This design comes from an exercise in tuning for small area, a short achievable clock period and few clock cycles on the open sky130 flow, not from production work.
At most, simulation tests tie the RTL to the original design; equivalence was not proved.

==> run B <==
// Dual_mode_neuron
module Dual_mode_neuron (
    input wire clk,
    input wire rstn,
    input wire mode,     
    input wire signed [26 : 0] i_in,    
    output reg signed [26 : 0] v,
    output reg signed [26:0] h_0,
    output reg done
);
Settings: LEC_CHECK=0, CAP_MARGIN=20, CORE_MARGIN=2, CORE_UTILIZATION=40, PLACE_DENSITY=0.75, SETUP_SLACK_MARGIN=4, SLEW_MARGIN=20; clock period 11.0 ns.
run.sh (not shown) runs the stock make flow with config.mk's settings and CLKGATE_MAP_FILE= SYNTH_SCRIPT=/design/flow/synth_recipe.tcl, a recipe that flattens the netlist after the stock synthesis.
==> run M: changes against run B <==
- SETUP_SLACK_MARGIN: 4 -> 2
==> qor summary <==
metric                                                          run B          run M
Diodes inserted                                                    38             47
Worst Tran Pin Value                                         1.347 ns       1.290 ns
Post-route insts no fill                                        13840          13320
Clock latency (worst-skew pair)                               0.82 ns        0.86 ns
Share of the core filled with cells                            0.4836         0.4475
Resized Gates After CTS                                           622             18
Non-Filler Cell Area, Final                               109900 um^2    101700 um^2
Detailed Route Iter0 Violations                                 15550          14330
Run status                                   timing/DRC/antenna clean  timing/DRC/antenna clean
Vias per cell                                                   6.548          6.519
Initial antenna violation count                                    37             45
Number of buffers added by the clock tree synthesis step          106            104
Fraction of standard cell area in multi-input logic            0.5917         0.6074
Launch point of the worst reg-to-reg path                 engine.y[2]  engine.eic[0]
Global placer's final weighted congestion                       1.092          1.132
GRT met1 Usage                                                 0.4222         0.4052
Testbench counts of run B, summed over its fixed seeds: cycles 801,219.
Testbench counts of run M, summed over its fixed seeds: cycles 801,219.

========
==> run R: inputs <==
Dual_mode_neuron, a different RTL version from the one above (not shown whole).
Settings: LEC_CHECK=0, CAP_MARGIN=20, CORE_MARGIN=2, CORE_UTILIZATION=40, PLACE_DENSITY=0.75, SETUP_SLACK_MARGIN=4, SLEW_MARGIN=20; clock period 11.0 ns.
==> inputs of run G, as changes to run R <==
--- a/flow/design.v
+++ b/flow/design.v
@@ -392,50 +392,48 @@
     end
 endmodule
 module Dual_mode_neuron (
     input wire clk,
     input wire rstn,
     input wire mode,     
     input wire signed [26 : 0] i_in,    
-    output reg signed [26 : 0] v,
+    output wire signed [26 : 0] v,
     output reg signed [26:0] h_0,
     output reg done
 );
 function [26:0] ext;     
     input [22:0] c;
     ext = {{2{c[22]}}, c[21:0], {3{c[22]}}};
 endfunction
-reg  signed [26:0] V, W, m_0, n_0;
-reg  signed [26:0] TA, TB;           
-reg  signed [26:0] ACC, P15;         
+reg  signed [26:0] V, m_0, n_0;      
+reg  signed [26:0] ACC;              
 reg         [20:0] TAH;              
 reg                aflag;            
 reg                pflag;            
 reg                vflag;            
 reg                bflag;            
 reg  signed [26:0] ma, mb;
 reg         [2:0]  mtag;             
 reg         [44:0] pr0, pr1, pr2, pr3;
 reg                psg;
 reg         [2:0]  tag1;
-reg  signed [26:0] MO_X, MO_M, MO_N, MO_Z;
-reg                mvM, mvN, mvZ;
+reg  signed [26:0] MO_X, MO_M, MO_N;
+reg                mvM, mvN;
 wire [44:0] pr0_n, pr1_n, pr2_n, pr3_n;
 mul27_cs4 mul (.a(ma), .b(mb), .r0(pr0_n), .r1(pr1_n), .r2(pr2_n), .r3(pr3_n));
 wire [44:0] psum = pr0 + pr1 + pr2 + pr3;
 wire signed [26:0] mres = {psg, psum[44:19]};
 always @(posedge clk) begin
     pr0 <= pr0_n;
     pr1 <= pr1_n;
     pr2 <= pr2_n;
     pr3 <= pr3_n;
     psg <= (ma != 27'sd0) & (mb != 27'sd0) & (ma[26] ^ mb[26]);
     if (tag1 == 3'd1) MO_X <= mres;
     if (tag1 == 3'd2) MO_M <= mres;
-    if (tag1 == 3'd3) MO_Z <= mres;
     if (tag1 == 3'd4) MO_N <= mres;
 end
 always @(posedge clk or negedge rstn) begin
     if (!rstn) tag1 <= 3'd0;
     else       tag1 <= mtag;
 end
 reg  signed [26:0] aa, ab;
@@ -560,61 +558,61 @@
 reg       mvX;
 reg               okX, umX, uaX;  reg signed [26:0] maX, mbX, aaX, abX; reg asX;
 reg               okM, umM, uaM;  reg signed [26:0] maM, mbM, aaM, abM; reg asM;
 reg               okN, umN, uaN;  reg signed [26:0] maN, mbN, aaN, abN; reg asN;
 reg               okZ, umZ, uaZ;  reg signed [26:0] maZ, mbZ, aaZ, abZ; reg asZ;
 reg       sp_c1, sp_c2, sp_e0;
 wire signed [26:0] tb_p   = (pcX == AX) ? 27'sd0 : r1;
-wire signed [26:0] tb_q   = (pcX == AX) ? V : TA;
+wire signed [26:0] tb_q   = (pcX == AX) ? V : AO_X;
 wire signed [26:0] tb_n   = tb_p + tb_q + $signed(27'd26214400);
-wire        [20:0] x_new  = {TB[26], TB[23:4]} - $signed(21'd452706);
-wire               esp    = TB >= $signed('d10485760);
+wire        [20:0] x_new  = {ACC[26], ACC[23:4]} - $signed(21'd452706);
+wire               esp    = ACC >= $signed('d10485760);
 wire signed [26:0] a0_vr  = $signed(-27'b0_0111010_0000000000000000000) + $signed(27'd26214400);
 wire        [20:0] x_vr   = {a0_vr[26], a0_vr[23:4]} - $signed(21'd452706);
 wire        [3:0]  ei_new = x_new[20] ? ~x_new[19:16] : x_new[19:16];
 wire               vneg   = AO_X[26];
 always @(*) begin
     okX = 1'b1; umX = 1'b0; uaX = 1'b0;
     maX = 27'sd0; mbX = 27'sd0; aaX = 27'sd0; abX = 27'sd0; asX = 1'b0;
     ad_start = 1'b0; ad_x = x_new; ad_leak = 1'b0; ad_abort = 1'b0;
     case (pcX)
     XP0: begin uaX = mode; aaX = V; end
     XT0: begin okX = ~(|sxv) & ~sd1xv & ~sd2xv;
                umX = 1'b1; maX = $signed(27'd52429); mbX = AO_X;
                uaX = 1'b1; aaX = AO_X; abX = $signed(27'd31457280); end
-    XT1: begin okX = mvX; umX = 1'b1; maX = AO_X; mbX = $signed(27'd29127);
+    XT1: begin okX = mvX; umX = 1'b1; maX = AO_X; mbX = $signed(27'd29127); end
+    XT2: begin okX = mvX; umX = 1'b1; maX = AO_X; mbX = $signed(27'd6554); end
+    XT3: begin okX = mvX; umX = 1'b1; maX = AO_X; mbX = $signed(27'd26215);
                uaX = 1'b1; aaX = V; abX = $signed(27'd26214400); end
-    XT2: begin okX = mvX; umX = 1'b1; maX = TB; mbX = $signed(27'd5243); end
-    XT3: begin okX = mvX; umX = 1'b1; maX = AO_X; mbX = $signed(27'd6554);
+    XT4: begin okX = mvX; umX = 1'b1; maX = AO_X; mbX = $signed(27'd5243);
                uaX = 1'b1; aaX = V; abX = $signed(27'd18350080); end
-    XT4: begin okX = mvX; umX = 1'b1; maX = TB; mbX = $signed(27'd52429); end
-    XT5: begin okX = mvX; umX = 1'b1; maX = AO_X; mbX = $signed(27'd26215);
+    XT5: begin okX = mvX; umX = 1'b1; maX = AO_X; mbX = $signed(27'd52429);
                uaX = 1'b1; aaX = $signed(-27'd25910313); abX = V; asX = 1'b1; end
-    XT6: begin okX = mvX; umX = 1'b1; maX = $signed(27'd157286); mbX = TB >>> 7; end
+    XT6: begin okX = mvX; umX = 1'b1; maX = $signed(27'd157286); mbX = AO_X >>> 7; end
     XT7: begin okX = mvX & ~bflag; uaX = 1'b1; aaX = V; abX = { {6{MO_X[26]}}, MO_X[26], MO_X[19:0]}; end
-    XQ0: begin okX = pflag; umX = 1'b1; maX = P15; mbX = h_0;
-               uaX = 1'b1; aaX = $signed(27'd28898755); abX = V; asX = 1'b1; end
+    XQ0: begin okX = pflag; umX = 1'b1; maX = MO_M; mbX = h_0; end
     XH0: begin okX = rdv[2] & tah_v; uaX = 1'b1; aaX = ah_ext; abX = rd3; end
     XH1: begin umX = 1'b1; maX = AO_X; mbX = h_0; end
-    XH2: begin uaX = 1'b1; aaX = $signed(27'd28898755); abX = V; asX = 1'b1; end
+    XH2: ;
     XH3: begin okX = mvX; uaX = 1'b1; aaX = ah_ext; abX = MO_X; asX = 1'b1; end
     XH4: begin uaX = 1'b1; aaX = AO_X >>> 7; abX = h_0; end
     XH5: ;
-    XH6: begin okX = pflag; umX = 1'b1; maX = P15; mbX = h_0; end
-    XV1: begin okX = mvX; umX = 1'b1; maX = MO_X; mbX = $signed(27'd62914560); end
-    XV3: begin okX = mvX & aflag; umX = 1'b1; maX = MO_X; mbX = TA >>> 7;
+    XH6: begin okX = pflag; umX = 1'b1; maX = MO_M; mbX = h_0; end
+    XV1: begin okX = mvX; umX = 1'b1; maX = MO_X; mbX = $signed(27'd62914560);
+               uaX = 1'b1; aaX = $signed(27'd28898755); abX = V; asX = 1'b1; end
+    XV3: begin okX = mvX & aflag; umX = 1'b1; maX = MO_X; mbX = AO_X >>> 7;
                uaX = 1'b1; aaX = ACC; abX = i_in; end
     XV5: begin okX = mvX; uaX = 1'b1; aaX = AO_X; abX = MO_X; end
     H0: begin umX = 1'b1; maX = $signed(27'd349); mbX = V; end
-    H1: begin umX = 1'b1; maX = $signed(27'd524113); mbX = W; end
+    H1: begin umX = 1'b1; maX = $signed(27'd524113); mbX = m_0; end
     H2: begin umX = 1'b1; maX = $signed(27'd524025); mbX = V; uaX = 1'b1; aaX = MO_X; abX = $signed(27'd24466); end
-    H3: begin umX = 1'b1; maX = $signed(-27'd53); mbX = W; uaX = 1'b1; aaX = MO_X; abX = AO_X; end
+    H3: begin umX = 1'b1; maX = $signed(-27'd53); mbX = m_0; uaX = 1'b1; aaX = MO_X; abX = AO_X; end
     H4: begin uaX = 1'b1; aaX = MO_X; abX = i_in; end
     H5: begin uaX = 1'b1; aaX = MO_X >>> 1; abX = AO_X; end
-    H6: begin okX = r1_ok; uaX = 1'b1; aaX = r1; abX = TA; end
+    H6: begin okX = r1_ok; uaX = 1'b1; aaX = r1; abX = AO_X; end
     H7: begin ad_start = 1'b1; ad_x = vneg ? x_new : x_vr; end
     AX: ;
     AXS: begin ad_start = 1'b1; ad_x = x_new; end
     S1: ;
     S2: begin ad_abort = ~(sp_c1 & sp_e0);
               ad_start = ~(sp_c1 & sp_e0); ad_x = x_vr;
               ad_leak = sp_c1 | sp_c2; end
@@ -622,23 +620,23 @@
     endcase
 end
 always @(*) begin
     okM = 1'b1; umM = 1'b0; uaM = 1'b0;
     maM = 27'sd0; mbM = 27'sd0; aaM = 27'sd0; abM = 27'sd0; asM = 1'b0;
     case (pcM)
     YP0: begin umM = 1'b1; maM = m_0; mbM = m_0; end
-    YA0: begin okM = rxv[1] & ~tah_v; umM = 1'b1; maM = { {3{t2b[23]}} , t2b}; mbM = $signed(27'd36700); end
+    YA0: begin okM = rxv[1] & ~tah_v & ~pflag; umM = 1'b1; maM = { {3{t2b[23]}} , t2b}; mbM = $signed(27'd36700); end
     YA1: begin okM = mvM; end
     YM0: begin okM = rdv[1] & rxv[3]; uaM = 1'b1; aaM = rd2; abM = beta_m; end
     YM1: begin umM = 1'b1; maM = AO_M; mbM = m_0; end
     YM2: begin okM = mvM; uaM = 1'b1; aaM = rd2; abM = MO_M; asM = 1'b1; end
     YM3: begin uaM = 1'b1; aaM = AO_M >>> 7; abM = m_0; end
     YM4: begin umM = 1'b1; maM = AO_M; mbM = AO_M; end
     YM5: begin okM = mvM; umM = 1'b1; maM = MO_M; mbM = m_0; end
-    YM6: begin okM = mvM & ~pflag; end
+    YM6: begin okM = mvM; end
     default: ;
     endcase
 end
 always @(*) begin
     okN = 1'b1; umN = 1'b0; uaN = 1'b0;
     maN = 27'sd0; mbN = 27'sd0; aaN = 27'sd0; abN = 27'sd0; asN = 1'b0;
     case (pcN)
@@ -659,17 +657,17 @@
 always @(*) begin
     okZ = 1'b1; umZ = 1'b0; uaZ = 1'b0;
     maZ = 27'sd0; mbZ = 27'sd0; aaZ = 27'sd0; abZ = 27'sd0; asZ = 1'b0;
     case (pcZ)
     Z0: begin okZ = r1_ok & ~sd2yv & ~sd1yv & ~sd3yv;
               umZ = 1'b1; maZ = r1; mbZ = $signed(27'd70955);
               uaZ = 1'b1; aaZ = $signed(27'd524288); abZ = r1; end
-    Z1: begin okZ = mvZ; umZ = 1'b1; maZ = ext(R1); mbZ = $signed(27'd317997);
-              uaZ = 1'b1; aaZ = $signed(27'd524288); abZ = MO_Z; asZ = 1'b1; end
-    Z2: begin okZ = mvZ; uaZ = 1'b1; aaZ = $signed(27'd524288); abZ = MO_Z; asZ = 1'b1; end
+    Z1: begin umZ = 1'b1; maZ = ext(R1); mbZ = $signed(27'd317997);
+              uaZ = 1'b1; aaZ = $signed(27'd524288); abZ = mres; asZ = 1'b1; end
+    Z2: begin uaZ = 1'b1; aaZ = $signed(27'd524288); abZ = mres; asZ = 1'b1; end
     default: ;
     endcase
 end
 wire hh = mode;
 wire rZ = hh & okZ, rX = okX, rM = hh & okM, rN = hh & okN;
 wire sMZ = rZ & umZ;
 wire sMX = rX & umX & ~sMZ;
@@ -690,25 +688,24 @@
     mtag = (sMZ & gZ) ? 3'd3 : (sMX & gX) ? 3'd1 : (sMM & gM) ? 3'd2 : (sMN & gN) ? 3'd4 : 3'd0;
     aa = sAZ ? aaZ : sAX ? aaX : sAM ? aaM : aaN;
     ab = sAZ ? abZ : sAX ? abX : sAM ? abM : abN;
     asub = sAZ ? asZ : sAX ? asX : sAM ? asM : asN;
 end
 always @(posedge clk or negedge rstn) begin
     if (!rstn) begin
-        mvX <= 1'b0; mvM <= 1'b0; mvN <= 1'b0; mvZ <= 1'b0;
+        mvX <= 1'b0; mvM <= 1'b0; mvN <= 1'b0;
     end
     else begin
         if (gX & umX) mvX <= 1'b0; else if (tag1 == 3'd1) mvX <= 1'b1;
         if (gM & umM) mvM <= 1'b0; else if (tag1 == 3'd2) mvM <= 1'b1;
         if (gN & umN) mvN <= 1'b0; else if (tag1 == 3'd4) mvN <= 1'b1;
-        if (gZ & umZ) mvZ <= 1'b0; else if (tag1 == 3'd3) mvZ <= 1'b1;
     end
 end
 always @(posedge clk) begin
-    if (gX & uaX & ~(pcX == XT1 || pcX == XT3 || pcX == XT5)) AO_X <= asum;    
+    if (gX & uaX) AO_X <= asum;
     if (gM & uaM) AO_M <= asum;
     if (gN & uaN) AO_N <= asum;
 end
 always @(posedge clk or negedge rstn) begin
     if (!rstn) begin
         pcX <= XP0;
         pcM <= YP0;
@@ -749,59 +746,55 @@
             endcase
         end
         if (gZ) pcZ <= (pcZ == Z2) ? Z0 : pcZ + 2'd1;
     end
 end
 always @(posedge clk) begin
     if (gX) case (pcX)
-        XT1: begin SX1 <= ou_x1; TB <= asum; end
+        XT1: SX1 <= ou_x1;
         XT2: SX4 <= ou_x4;
-        XT3: begin SD1x <= { {6{MO_X[26]}}, MO_X[19:5]}; TB <= asum; end
-        XT4: SX3 <= ou_x23;
-        XT5: begin SD2x <= { {3{MO_X[26]}}, MO_X[22:5]}; TB <= asum; end
-        XT6: SX2 <= ou_x23;
+        XT3: SX3 <= ou_x23;
+        XT4: SX2 <= ou_x23;
+        XT5: SD1x <= { {6{MO_X[26]}}, MO_X[19:5]};
+        XT6: SD2x <= { {3{MO_X[26]}}, MO_X[22:5]};
         XT7: ACC <= asum;
-        XQ0: TA <= asum;
-        XH2: TA <= asum;
-        H5:  TA <= asum;
-        H6:  TB <= tb_n;
-        AX:  TB <= tb_n;
+        H6:  ACC <= tb_n;
+        AX:  ACC <= tb_n;
         default: ;
     endcase
     if (gM && pcM == YA1) TAH <= {MO_M[26], MO_M[19:0]};
-    if (gM && pcM == YM6) P15 <= MO_M;
     if (gN && pcN == YK4) ACC <= asum;
     if (gZ) case (pcZ)
         Z0:  SD3y <= {asum[26], asum[24:5]};
         Z1:  SD1y <= {asum[26], asum[24:5]};     
         Z2:  SD2y <= {asum[26], asum[24:5]};     
         default: ;
     endcase
 end
 wire [3:0] sx_set = (gX && pcX == XT1) ? 4'b0001 : (gX && pcX == XT2) ? 4'b1000 :
-                    (gX && pcX == XT4) ? 4'b0100 : (gX && pcX == XT6) ? 4'b0010 : 4'b0000;
+                    (gX && pcX == XT3) ? 4'b0100 : (gX && pcX == XT4) ? 4'b0010 : 4'b0000;
 wire [3:0] rx_clr = {(gM && pcM == YM0), (gN && pcN == YN0), (gM && pcM == YA0), (gZ && pcZ == Z1) | (gX && pcX == H6)};
 wire [2:0] rd_clr = {(gX && pcX == XH0), (gM && pcM == YM2), (gN && pcN == YN2)};
 always @(posedge clk or negedge rstn) begin
     if (!rstn) begin
         sxv <= 4'd0;
         sd1xv <= 1'b0; sd1yv <= 1'b0; sd2xv <= 1'b0; sd2yv <= 1'b0; sd3yv <= 1'b0;
         rxv <= 4'd0; rdv <= 3'd0;
         aflag <= 1'b0; pflag <= 1'b0; vflag <= 1'b0; bflag <= 1'b0; tah_v <= 1'b0;
     end
     else begin
         sxv <= (sxv & ~(hx_start ? (4'd1 << xtag) : 4'd0)) | sx_set;
         if (hd_start && dtag == 2'd0) begin sd1xv <= 1'b0; sd1yv <= 1'b0; end
         else begin
-            if (gX && pcX == XT3) sd1xv <= 1'b1;
+            if (gX && pcX == XT5) sd1xv <= 1'b1;
             if (gZ && pcZ == Z1)  sd1yv <= 1'b1;
         end
         if (hd_start && dtag == 2'd1) begin sd2xv <= 1'b0; sd2yv <= 1'b0; end
         else begin
-            if (gX && pcX == XT5) sd2xv <= 1'b1;
+            if (gX && pcX == XT6) sd2xv <= 1'b1;
             if (gZ && pcZ == Z2)  sd2yv <= 1'b1;
         end
         if (hd_start && dtag == 2'd2) sd3yv <= 1'b0;
         else if (gZ && pcZ == Z0)     sd3yv <= 1'b1;
         rxv <= (rxv | (x_idone ? (4'd1 << x_itag) : 4'd0)) & ~rx_clr;
         rdv <= (rdv | (d_fdone ? (3'd1 << d_ftag) : 3'd0)) & ~rd_clr;
         if (gN && pcN == YK4) aflag <= 1'b1;
@@ -819,41 +812,37 @@
 always @(posedge clk) begin
     if (pcX == H7 || pcX == AXS) sp_e0 <= (ei_new == 4'd0);
     if (pcX == S1) begin sp_c1 <= x_cond; sp_c2 <= x_la; end    
 end
 always @(posedge clk or negedge rstn) begin
     if (!rstn) begin
         V    <= 0;
-        W    <= 0;
         m_0  <= 27'b0_0000000_0000110110001010111;
         n_0  <= 27'b0_0000000_0101000101010100110;
         h_0  <= 27'b0_0000000_1001100010011010000;
         done <= 1'b0;
     end
     else begin
         done <= 1'b0;
         if (gX) case (pcX)
+            XP0: if (!mode) m_0 <= 0;
             XH5: begin h_0 <= AO_X; done <= 1'b1; end
             XT0: V <= AO_X;
-            H4:  W <= AO_X;
-            H7:  begin
-                    V <= vneg ? AO_X : $signed(-27'b0_0111010_0000000000000000000);
-                    done <= 1'b1;
-                 end
-            S2:  begin V <= $signed(-27'b0_0111010_0000000000000000000); done <= 1'b1; end
+            H4:  m_0 <= AO_X;
+            H6:  done <= 1'b1;                   
+            H7:  V <= vneg ? AO_X : $signed(-27'b0_0111010_0000000000000000000);
+            S1:  done <= 1'b1;
+            S2:  V <= $signed(-27'b0_0111010_0000000000000000000);
             default: ;
         endcase
         if (gM && pcM == YM4) m_0 <= AO_M;
         if (gN && pcN == YN4 && !nfirst) n_0 <= AO_N;
     end
 end
-always @(posedge clk or negedge rstn) begin
-    if (!rstn)  v <= 0;
-    else        v <= V;
-end
+assign v = V;
 endmodule
 module mul27_cs4(input wire [26:0] a, input wire [26:0] b, output wire [44:0] r0, output wire [44:0] r1, output wire [44:0] r2, output wire [44:0] r3);
     wire [27:0] ax = {a[26], a};
     wire [28:0] bx = {b[26], b, 1'b0};    
     wire one0 = bx[1] ^ bx[0];
     wire two0 = (bx[2] ^ bx[1]) & ~(bx[1] ^ bx[0]);
     wire neg0 = bx[2];
==> comparison table <==
item	run R	run G
Result of the run	finished clean	finished clean
Via count	101,000	97,400
Number of cell rows	188	183
Std-Cell Core Area	262,000 um2	249,000 um2
Clock latency on the worst-skew pair	920 ps	880 ps
Slowest stage cell on the critical path	sky130_fd_sc_hd__fa_1	sky130_fd_sc_hd__o31ai_2
FF-to-FF Start	uexp.sidx_oh[4]	uexp.sidx_oh[24]
NonClk Buf Share	0.0659	0.0596
Worst endpoint required time	11,620 ps	11,470 ps
Maximum number of pins on one net before global-route repair	98	83
Synthesized cell area	105,000 um2	100,000 um2
Async set or reset register ratio after synthesis	0.166	0.141
Number of unique standard cell types used by synthesis	113	114
Fin crit share	0.672	0.659
Fraction of synthesized area in multiplexers	0.0313	0.0240
Grt met2 use	0.537	0.520
Data arrival at the endpoint of the critical path	8010 ps	7720 ps
Max Clock Skew	108 ps	72.7 ps
Met3 GRT Util	0.164	0.147
Function was not checked in any run of this note: the RTL went through the layout flow alone.

==> port drivers added, routing unchanged <==
How much do the figures lean on ideal ports? The routed layouts below were timed once more, with nothing changed but the port constraints.
Step 1 (the two cells are an assumption about what drives the block):
set clk [get_ports {clk}]
set_driving_cell -lib_cell sky130_fd_sc_hd__clkbuf_16 $clk
set_driving_cell -lib_cell sky130_fd_sc_hd__buf_2 [delete_from_list [all_inputs] $clk]
Step 2 also shifts input and output timing later by t, the mid clock arrival at the registers, as if the neighbouring blocks saw the same clock.
a / b / c = no drivers / after step 1 / after step 2; a / b = the first two.
| run | shift t [ns] | slack for setup (ns) | worst setup path after step 2 | slew at the worst register clock pin (ns) |
|---|---|---|---|---|
| run B | 0.857 | 3.222 / 3.222 / 3.216 | input to register | 0.07 / 0.07 |
| run M | 0.873 | 1.898 / 1.898 / 1.642 | input to register | 0.08 / 0.08 |
| run R | 0.962 | 3.607 / 3.607 / 3.022 | input to register | 0.08 / 0.08 |
| run G | 0.951 | 3.750 / 3.750 / 3.084 | input to register | 0.08 / 0.08 |
After both steps setup and hold are still met in every run listed. The setup slack of run G, which loses most, moves by 0.000 ns with the drivers and by -0.666 ns with both steps.
